This is an optimization exercise on Yosys and OpenROAD, whose aim is small area and a short achievable clock period, not a production implementation. At most, simulation tests tie the RTL to the original design; equivalence was not proved. Power figures rest on the tool's default switching activity, not on a simulated workload.

## v46
Design filter, start of the top module:
module filter(
    clock,
    reset,
    Data_In,
    Data_Out
    );
    input clock,
          reset;
    input  [7:0] Data_In;
    output [16:0] Data_Out;
    reg  [7:0] x1;
    reg  [7:0] x2;
    reg  [7:0] x3;
    reg  [7:0] x4;
    reg  [7:0] x5;
    reg  [7:0] x6;
    reg  [7:0] x7;
    reg  [7:0] x8;
    reg  [7:0] x9;
    reg  [7:0] x10;
    reg  [7:0] x11;
    reg  [7:0] x12;
    reg  [7:0] x13;
    reg  [7:0] x14;
    reg  [7:0] x15;
    reg  [7:0] x16;
    reg  [7:0] x17;
    reg  [7:0] x18;
    reg  [7:0] x19;
    reg  [7:0] x20;
    reg  [7:0] x21;
    reg  [7:0] x22;
    reg  [7:0] x23;
    reg  [7:0] x24;
    reg  [7:0] x25;
    reg  [7:0] x26;
    reg  [7:0] x27;
    reg  [7:0] x28;
    reg  [7:0] x29;
    reg  [7:0] x30;
    reg  [4:0] age;      
    reg  [16:0] S;       
    always @(posedge clock) begin
        x1 <= reset ? 8'd0 : Data_In;
        x2 <= x1;
        x3 <= x2;
        x4 <= x3;
        x5 <= x4;
        x6 <= x5;
        x7 <= x6;
        x8 <= x7;
        x9 <= (reset || age < 5'd8) ? 8'd0 : x8;
        x10 <= reset ? 8'd0 : x9;
        x11 <= reset ? 8'd0 : x10;
        x12 <= reset ? 8'd0 : x11;
        x13 <= reset ? 8'd0 : x12;
        x14 <= reset ? 8'd0 : x13;
        x15 <= reset ? 8'd0 : x14;
        x16 <= reset ? 8'd0 : x15;
        x17 <= reset ? 8'd0 : x16;
        x18 <= reset ? 8'd0 : x17;
        x19 <= reset ? 8'd0 : x18;
        x20 <= reset ? 8'd0 : x19;
        x21 <= x20;
        x22 <= x21;
        x23 <= x22;
        x24 <= x23;
        x25 <= x24;
        x26 <= x25;
        x27 <= x26;
        x28 <= (reset || age < 5'd27) ? 8'd0 : x27;
        x29 <= reset ? 8'd0 : x28;
  ...
Size: ~860 cells after synthesis, about 0.012 mm² of cells after synthesis.
export LEC_CHECK = 0
export ABC_CLOCK_PERIOD_IN_PS = 3000
export CAP_MARGIN = 20
export CORE_MARGIN = 2
export CORE_UTILIZATION = 85
export PLACE_DENSITY = 0.93
export SLEW_MARGIN = 20
export SYNTH_HIERARCHICAL = 1
create_clock -name core_clock -period 12.5 [get_ports {clock}]
standard.sh (not shown) runs the stock make flow with config.mk's settings and CLKGATE_MAP_FILE= SYNTH_SCRIPT=/design/flow/synth_recipe.tcl, a recipe that flattens the netlist after the stock synthesis.
==> flow/flow/run.sh <==
#!/bin/bash
# The standard layout (standard.sh) with four changes:
#  - synthesis runs flow/synth.tcl: synth_recipe.tcl, except that adder cells
#    are not extracted inside the output adder's small modules;
#  - the port buffers are sky130_fd_sc_hd__buf_2 cells;
#  - timing repair aims for more setup slack than config.mk may ask for;
#  - clock tree synthesis uses clkbuf_16 clusters of up to 30 sinks and
#    inserts no dummy loads.
# Logs: standard.log here; ORFS's own logs under orfs/logs.
set -euo pipefail
export SETUP_SLACK_MARGIN=5.5
export CTS_ARGS="-sink_clustering_enable -repair_clock_nets -dont_use_dummy_load -sink_clustering_size 30 -sink_clustering_max_diameter 80 -buf_list sky130_fd_sc_hd__clkbuf_16"
export BUFFER_PORTS_ARGS="-buffer_cell sky130_fd_sc_hd__buf_2"
sed "s#SYNTH_SCRIPT=[^ ]*#SYNTH_SCRIPT=$PWD/flow/synth.tcl#" standard.sh > own_standard.sh
grep -q "SYNTH_SCRIPT=$PWD/flow/synth.tcl" own_standard.sh
bash own_standard.sh > standard.log 2>&1
==> flow/flow/synth.tcl <==
# synth_recipe.tcl (the standard synthesis), except that full and half adder
# cells are extracted only in filter, fir_fa and fir_ha: the one-cell modules,
# of the output adder and its fir_pg* modules are left to ABC as they are.
proc synth {args} { yosys synth -nofsm -noshare {*}$args }
proc extract_fa {args} { yosys extract_fa {*}$args filter fir_fa fir_ha }
source $::env(SCRIPTS_DIR)/synth.tcl
# left out here: clear keep_hierarchy, flatten, clean up, hide names made inside functions, write 1_2_yosys.v
v46: it failed during global routing, and the tool reported GRT-0232.
Input changes introduced in v9 (baseline for comparison: v46):
- an added CTS_CLUSTER_SIZE of 14
- a deleted PLACE_DENSITY that had been 0.93
- an added CTS_CLUSTER_DIAMETER of 60
- an added CTS_BUF_LIST of sky130_fd_sc_hd__clkbuf_8
- a change of CORE_UTILIZATION from 85 to 40
-- flow/flow/run.sh --
<<< v46, line 11
export SETUP_SLACK_MARGIN=5.5
>>> v9, line 11
export SETUP_SLACK_MARGIN=5.7
==> run summary <==
v9 went all the way through synthesis, placement and routing and the layout is clean on timing, DRC and antenna. Diff v46..v9 | complex-gate fraction of the synthesized area | unchanged. Measured against each other, v9 and v46 differ in initial core utilization, the higher figure coming from v46. Die outline height in v9 is about 44% above v46. Looking at number of resized instances in the post-cts repair step, v9 sits 21 above v46. Higher site row count among v9 and v46: v9. Cell area reported after detailed placement came out higher on v9 than on v46. Comparing v9 and v46, die width is lower on v46. Comparing v9 and v46, the higher post-CTS setup buffer count was measured on v9. [compare] base=v46 new=v9: pre-CTS worst setup slack now sits higher, HPWL after detailed placement decreased by 22% relative to the old numbers.
### v9 -> v41
- putting PLACE_DENSITY at 0.85 where nothing was set
- swapping 40 for 75 in CORE_UTILIZATION
- clearing CTS_CLUSTER_SIZE, which used to be 14
- clearing CTS_BUF_LIST, which used to be sky130_fd_sc_hd__clkbuf_8
- clearing CTS_CLUSTER_DIAMETER, which used to be 60
-- flow/flow/run.sh --
<<< v9, line 11
export SETUP_SLACK_MARGIN=5.7
>>> v41, line 11
export SETUP_SLACK_MARGIN=5.5
Findings:
The area growth from synthesis to layout in v41 sits 4.3 points below the value recorded for v9.
Compared with v9, in v41 first-pass GRT wire length has increased; utilization +36 points.
Power for v41: 2.1% down relative to v9
v41: die extent in x is 26% lower than what v9 reported.
Global routing usage summed across all routing layers was lower in v9 than in v41.
Comparing v9 with v41, the total sequential power came out essentially unchanged.
The maximum number of pins on one net before global-route repair in v9 is 0.932 times that in v41.
Inputs modified between v41 and v27:
- CORE_UTILIZATION: 75 -> 60
- PLACE_DENSITY: 0.85 -> 0.7
Findings:
v41 -> v27: proportion of power drawn by the clock network flat. Between v41 and v27, the flow reports maximum VDD drop decreasing by more than 10%. From v41 to v27 the numbers moved as follows: global-route wire length before repair decreased by 4.5% relative to the old numbers, non-clock buffer contribution to total cell area increased by 0.24 points relative to the old numbers, worst setup slack decreased by 32 ps relative to the old numbers, switching share of power closely matched the old numbers. On v27: worst hold slack is 25 ps lower than what v41 gave. v27 does worse than v41 on clock skew. v27 vs v41: combinational share of power up.
### v27 -> v51
- swapping 60 for 75 in CORE_UTILIZATION
- swapping 0.7 for 0.85 in PLACE_DENSITY
-- flow/flow/run.sh --
<<< v27, line 11
export SETUP_SLACK_MARGIN=5.5
>>> v51, line 11
export SETUP_SLACK_MARGIN=5.62
Notes after the runs:
Per the comparison of v51 with v27, worst-skew pair later-pin latency now smaller; cell depth of the worst hold path comparable; leakage power now larger; CTS clock-pin slew for the worst setup and hold paths comparable; fmax now larger.
Power ended up about 2.5% higher on v51 than on v27.
Summary — number of instances in the placed design, v51 relative to v27: lower, by 4.8%.

* * *

Setup of orange:
Another version of the RTL of filter (not shown whole).
Size in the first run: roughly 260 flip-flops, ~27 I/O pins, roughly 12000 um^2 of cells after synthesis.
clock: 12.5 ns
lec_check: 0
abc_clock_period_in_ps: 3000
cap_margin: 20
core_margin: 2
core_utilization: 40
cts_buf_list: sky130_fd_sc_hd__clkbuf_8
cts_cluster_diameter: 60
cts_cluster_size: 14
slew_margin: 20
synth_hierarchical: 1
==> flow/flow/run.sh <==
#!/bin/bash
# The standard layout (standard.sh) with three changes: synthesis runs
# flow/synth.tcl (synth_recipe.tcl without adder-cell extraction in the output
# adder's small modules), the port buffers are sky130_fd_sc_hd__buf_2 cells,
# and timing repair aims for more setup slack than config.mk may ask for.
# Logs: standard.log here; ORFS's own logs under orfs/logs.
set -euo pipefail
export SETUP_SLACK_MARGIN=5.5
export BUFFER_PORTS_ARGS="-buffer_cell sky130_fd_sc_hd__buf_2"
sed "s#SYNTH_SCRIPT=[^ ]*#SYNTH_SCRIPT=$PWD/flow/synth.tcl#" standard.sh > own_standard.sh
grep -q "SYNTH_SCRIPT=$PWD/flow/synth.tcl" own_standard.sh
bash own_standard.sh > standard.log 2>&1
==> flow/flow/synth.tcl <==
# synth_recipe.tcl (the standard synthesis), except that full and half adder
# cells are extracted only in filter, fir_fa and fir_ha: the one-cell modules
# of the output adder and its fir_pg* modules are left to ABC as they are.
proc synth {args} { yosys synth -nofsm -noshare {*}$args }
proc extract_fa {args} { yosys extract_fa {*}$args filter fir_fa fir_ha }
source $::env(SCRIPTS_DIR)/synth.tcl
# left out here: clear keep_hierarchy, flatten, clean up, hide names made inside functions, write 1_2_yosys.v
The inputs of purple differ from those of orange as listed below.
diff --git a/flow/flow/run.sh b/flow/flow/run.sh
--- a/flow/flow/run.sh
+++ b/flow/flow/run.sh
@@ -8 +8 @@
-export SETUP_SLACK_MARGIN=5.5
+export SETUP_SLACK_MARGIN=5.9
==> comparison <==
- orange → purple: final clock period utilization by the worst path fell 0.79 points; setup slack rose by 99 ps; count of final hold-check violations was more or less identical; clock power held steady.
Function was not checked in any run of this note: the RTL went through the layout flow alone.

* * *

filter, a different RTL version from the one above (not shown whole).
Size in the first run: ~830 cells after synthesis, ~260 flip-flops, about 12000 µm² of cells after synthesis.
export LEC_CHECK = 0
export ABC_CLOCK_PERIOD_IN_PS = 3000
export CAP_MARGIN = 20
export CORE_MARGIN = 2
export CORE_UTILIZATION = 40
export CTS_BUF_LIST = sky130_fd_sc_hd__clkbuf_8
export CTS_CLUSTER_DIAMETER = 60
export CTS_CLUSTER_SIZE = 14
export SLEW_MARGIN = 20
export SYNTH_HIERARCHICAL = 1
create_clock -name core_clock -period 12.5 [get_ports {clock}]
==> flow/flow/run.sh <==
#!/bin/bash
# The standard layout (standard.sh), except that the port buffers are
# sky130_fd_sc_hd__buf_2 cells instead of the flow's default choice of buffer,
# and timing repair aims for more setup slack than config.mk may ask for.
# standard.sh's output goes to standard.log; ORFS's own logs are under orfs/logs.
set -euo pipefail
export SETUP_SLACK_MARGIN=5.8
export BUFFER_PORTS_ARGS="-buffer_cell sky130_fd_sc_hd__buf_2"
bash standard.sh > standard.log 2>&1
Rerun with:
--- a/flow/flow/run.sh
+++ b/flow/flow/run.sh
@@ -5,5 +5,5 @@
 # standard.sh's output goes to standard.log; ORFS's own logs are under orfs/logs.
 set -euo pipefail
-export SETUP_SLACK_MARGIN=5.8
+export SETUP_SLACK_MARGIN=5.5
 export BUFFER_PORTS_ARGS="-buffer_cell sky130_fd_sc_hd__buf_2"
 bash standard.sh > standard.log 2>&1
Outcome: The new run ran to the end with no violations. Global-route usage drops by 0.14 points. Register-to-register slack gets worse by 150 ps. Via count is lower by 1.9%.
Rerun with:
==> flow/flow/run.sh (replaced) <==
#!/bin/bash
# The standard layout (standard.sh), except that the port buffers are
# sky130_fd_sc_hd__buf_2 cells instead of the flow's default choice of buffer.
# standard.sh's output goes to standard.log; ORFS's own logs are under orfs/logs.
set -euo pipefail
export BUFFER_PORTS_ARGS="-buffer_cell sky130_fd_sc_hd__buf_2"
bash standard.sh > standard.log 2>&1
Settings changed: SETUP_SLACK_MARGIN set to 5.
Outcome: The new run completed with no timing, DRC or antenna violations; combinational power falls by about 10%; via count is lower by about 0.46%; final cell count came out lower by 0.63%; sequential share of layout area rises by 0.59 points; clock power hardly moves; total power falls by 2.2%; global-route usage drops by 0.15 points; register-to-register slack is about the same; count of clock-buffer cells in the layout stays the same; die area stays the same.

* * *

v52:
filter, a different RTL version from the one above (not shown whole).
Size in the first run: about 800 cells after synthesis, about 12000 µm² of cells after synthesis.
make LEC_CHECK=0 ABC_CLOCK_PERIOD_IN_PS=3000 CAP_MARGIN=20 CORE_MARGIN=2 CORE_UTILIZATION=40 CTS_BUF_LIST=sky130_fd_sc_hd__clkbuf_4 SETUP_SLACK_MARGIN=5 SLEW_MARGIN=20 SYNTH_HIERARCHICAL=1 finish   # period 12.5 ns
run.sh (not shown) runs the stock make flow with config.mk's settings and CLKGATE_MAP_FILE= SYNTH_SCRIPT=/design/flow/synth_recipe.tcl, a recipe that flattens the netlist after the stock synthesis.
Stock flow here: none of the scripts above is used.
Both conditions hold for v52: the flow ran to the end and the final layout passed the timing, design-rule and antenna checks.
Modified inputs, v32 compared to v52
- ABC_CLOCK_PERIOD_IN_PS: 3000 -> unset
- CTS_BUF_LIST: sky130_fd_sc_hd__clkbuf_4 -> unset
### Flow results
For the combinational cell fraction of total power, v32 came in 0.7 points lower than v52 did. In terms of relative area of non-clock buffer cells in the final design, v32 and v52 differ only marginally. Higher clock latency on the worst-skew pair goes to v52 over v32. Diff v32 and v52: sequential share of layout area higher in v52. Changes observed in v32 relative to v52: cell count fell by 68, full die area stayed essentially flat, worst slack on hold paths rose by 13 ps.
The inputs of v17 differ from those of v32 as listed below.
- CTS_BUF_LIST newly set to sky130_fd_sc_hd__clkbuf_4
- SETUP_SLACK_MARGIN removed (was 5)
==> flow/flow/run.sh (new file) <==
#!/bin/bash
set -euo pipefail
export SETUP_SLACK_MARGIN=6.5
bash standard.sh > standard.log 2>&1
==> flow/standard.sh (new file) <==
#!/bin/bash
# synth_recipe.tcl (not shown) runs the flow's synth.tcl, then flattens the netlist and writes it again
# the make line also repeats each setting of config.mk as NAME=value (left out here)
make -C /OpenROAD-flow-scripts/flow DESIGN_CONFIG=/design/flow/config.mk WORK_HOME=/design/flow/orfs CLKGATE_MAP_FILE= SYNTH_SCRIPT=/design/flow/synth_recipe.tcl "${@:-finish}"
removed: flow/run.sh
--- outcome ---
On clock period minus worst slack: v17 sits below v32. Changes observed in v17 relative to v32: worst-case register-to-register setup slack now larger, highest cell delay on the worst timing path now smaller, largest fanout on the critical path now smaller, data arrival time of the worst path now smaller. Re post-layout instance area: v32 was lower than v17. Note that the via count recorded for v17 amounts to 1.08 times the value seen in v32. v17 against v32: cell leakage power went up, clock group share of total power fell 6.2 points, sequential cell area in the final layout shows no meaningful change.
Relative to v17, the following input files were edited for v30:
- CTS_BUF_LIST removed (was sky130_fd_sc_hd__clkbuf_4)
==> flow/run.sh (new file) <==
#!/bin/bash
# synth_recipe.tcl (not shown) runs the flow's synth.tcl, then flattens the netlist and writes it again
# the make line also repeats each setting of config.mk as NAME=value (left out here)
make -C /OpenROAD-flow-scripts/flow DESIGN_CONFIG=/design/flow/config.mk WORK_HOME=/design/flow/orfs CLKGATE_MAP_FILE= SYNTH_SCRIPT=/design/flow/synth_recipe.tcl finish
removed: flow/flow/run.sh
removed: flow/standard.sh
==> comparison <==
v30 completed; timing, DRC and antenna clean. Cell area after technology mapping came out exactly the same in v30 and v17. v30 vs v17: final worst-path setup slack down. The final worst-path cycle share of v30 exceeds that of v17 by 8.0 points. Per the comparison of v30 with v17, core utilization of the finished layout fell 3.0 points, switching component of the power fell 0.000057 W.
[inputs] v38 vs v30
- an added ABC_CLOCK_PERIOD_IN_PS of 3000
- an added CTS_CLUSTER_SIZE of 25
- an added CTS_CLUSTER_DIAMETER of 100
- an added SETUP_SLACK_MARGIN of 5
- an added CTS_BUF_LIST of sky130_fd_sc_hd__clkbuf_16
==> comparison <==
- In v38 the total clock buffers created by CTS turned out 11 lower than in v30.
- Against v30, v38 comes in 120 µm lower on total detailed-routing wirelength.
- On v38: power dissipated by switching net loads is 9.2% lower than what v30 gave.
Edits applied to the flow inputs when going from v38 to v49:
- removing CTS_CLUSTER_DIAMETER (formerly 100)
- changing CTS_BUF_LIST from sky130_fd_sc_hd__clkbuf_16 to sky130_fd_sc_hd__clkbuf_4
- removing SETUP_SLACK_MARGIN (formerly 5)
- removing CTS_CLUSTER_SIZE (formerly 25)
- removing ABC_CLOCK_PERIOD_IN_PS (formerly 3000)
==> run summary <==
Per the comparison of v49 with v38, final critical-path setup slack -810 ps; critical path depth +1; area used by multi-input combinational logic -71 µm²; minimum hold slack -10 ps. Diff v38 -> v49: via count of the first global-routing pass rose by 6.7%, number of DRC markers after the initial detailed-route iteration fell by 14%, fraction of power consumed by the clock network rose by 7.8 points, number of ordinary and repair buffers in the finished layout fell by about 17%.

separate check: timing with driven ports:
The results above use ideal ports. As a check the final layouts listed here were re-extracted and re-timed, cells and wires unchanged.
Step 1, drivers: a clkbuf_16 drives clock and a buf_2 each remaining input, both assumed.
Step 2 also shifts input and output timing later by t, the mid clock arrival at the registers, as if the neighbouring blocks saw the same clock.
Slacks: ideal ports / drivers / drivers and shift; pairs: ideal ports / drivers.
| run | t (ns) | setup slack, ns | hold WS [ns] | worst setup path at the end | cell pins on the clock port's net |
|---|---|---|---|---|---|
| v9 | 0.516 | 5.677 / 5.630 / 5.630 | 0.314 / 0.314 / 0.314 | input to output | 1 |
| v41 | 0.505 | 5.585 / 5.556 / 5.556 | 0.327 / 0.327 / 0.327 | input to output | 1 |
| v27 | 0.516 | 5.553 / 5.532 / 5.532 | 0.302 / 0.302 / 0.302 | input to output | 1 |
| v51 | 0.506 | 5.667 / 5.628 / 5.628 | 0.328 / 0.328 / 0.328 | input to output | 1 |
| orange | 0.567 | 5.593 / 5.571 / 5.571 | 0.327 / 0.327 / 0.327 | input to output | 1 |
| purple | 0.565 | 5.692 / 5.644 / 5.644 | 0.326 / 0.326 / 0.326 | input to output | 1 |
| the first run of note 3 | 0.574 | 5.573 / 5.527 / 5.527 | 0.327 / 0.327 / 0.327 | input to output | 1 |
| the second run of note 3 | 0.585 | 5.540 / 5.501 / 5.501 | 0.321 / 0.321 / 0.321 | input to output | 1 |
| the third run of note 3 | 0.585 | 5.315 / 5.286 / 5.286 | 0.321 / 0.321 / 0.321 | input to output | 1 |
| v52 | 0.673 | 5.133 / 5.109 / 5.109 | 0.309 / 0.309 / 0.309 | input to output | 1 |
| v32 | 0.571 | 5.075 / 5.052 / 5.052 | 0.322 / 0.322 / 0.322 | input to output | 1 |
| v17 | 0.690 | 5.256 / 5.198 / 5.198 | 0.309 / 0.309 / 0.309 | input to output | 1 |
| v30 | 0.570 | 4.254 / 4.228 / 4.228 | 0.322 / 0.322 / 0.322 | input to output | 1 |
| v38 | 0.525 | 5.066 / 5.046 / 5.046 | 0.320 / 0.320 / 0.320 | input to output | 1 |
| v49 | 0.672 | 4.254 / 4.228 / 4.228 | 0.309 / 0.309 / 0.309 | input to output | 1 |
After both steps every run listed still meets setup and hold. For v17, which loses most, drivers alone change the setup slack by -0.058 ns; drivers and shift together by -0.058 ns.
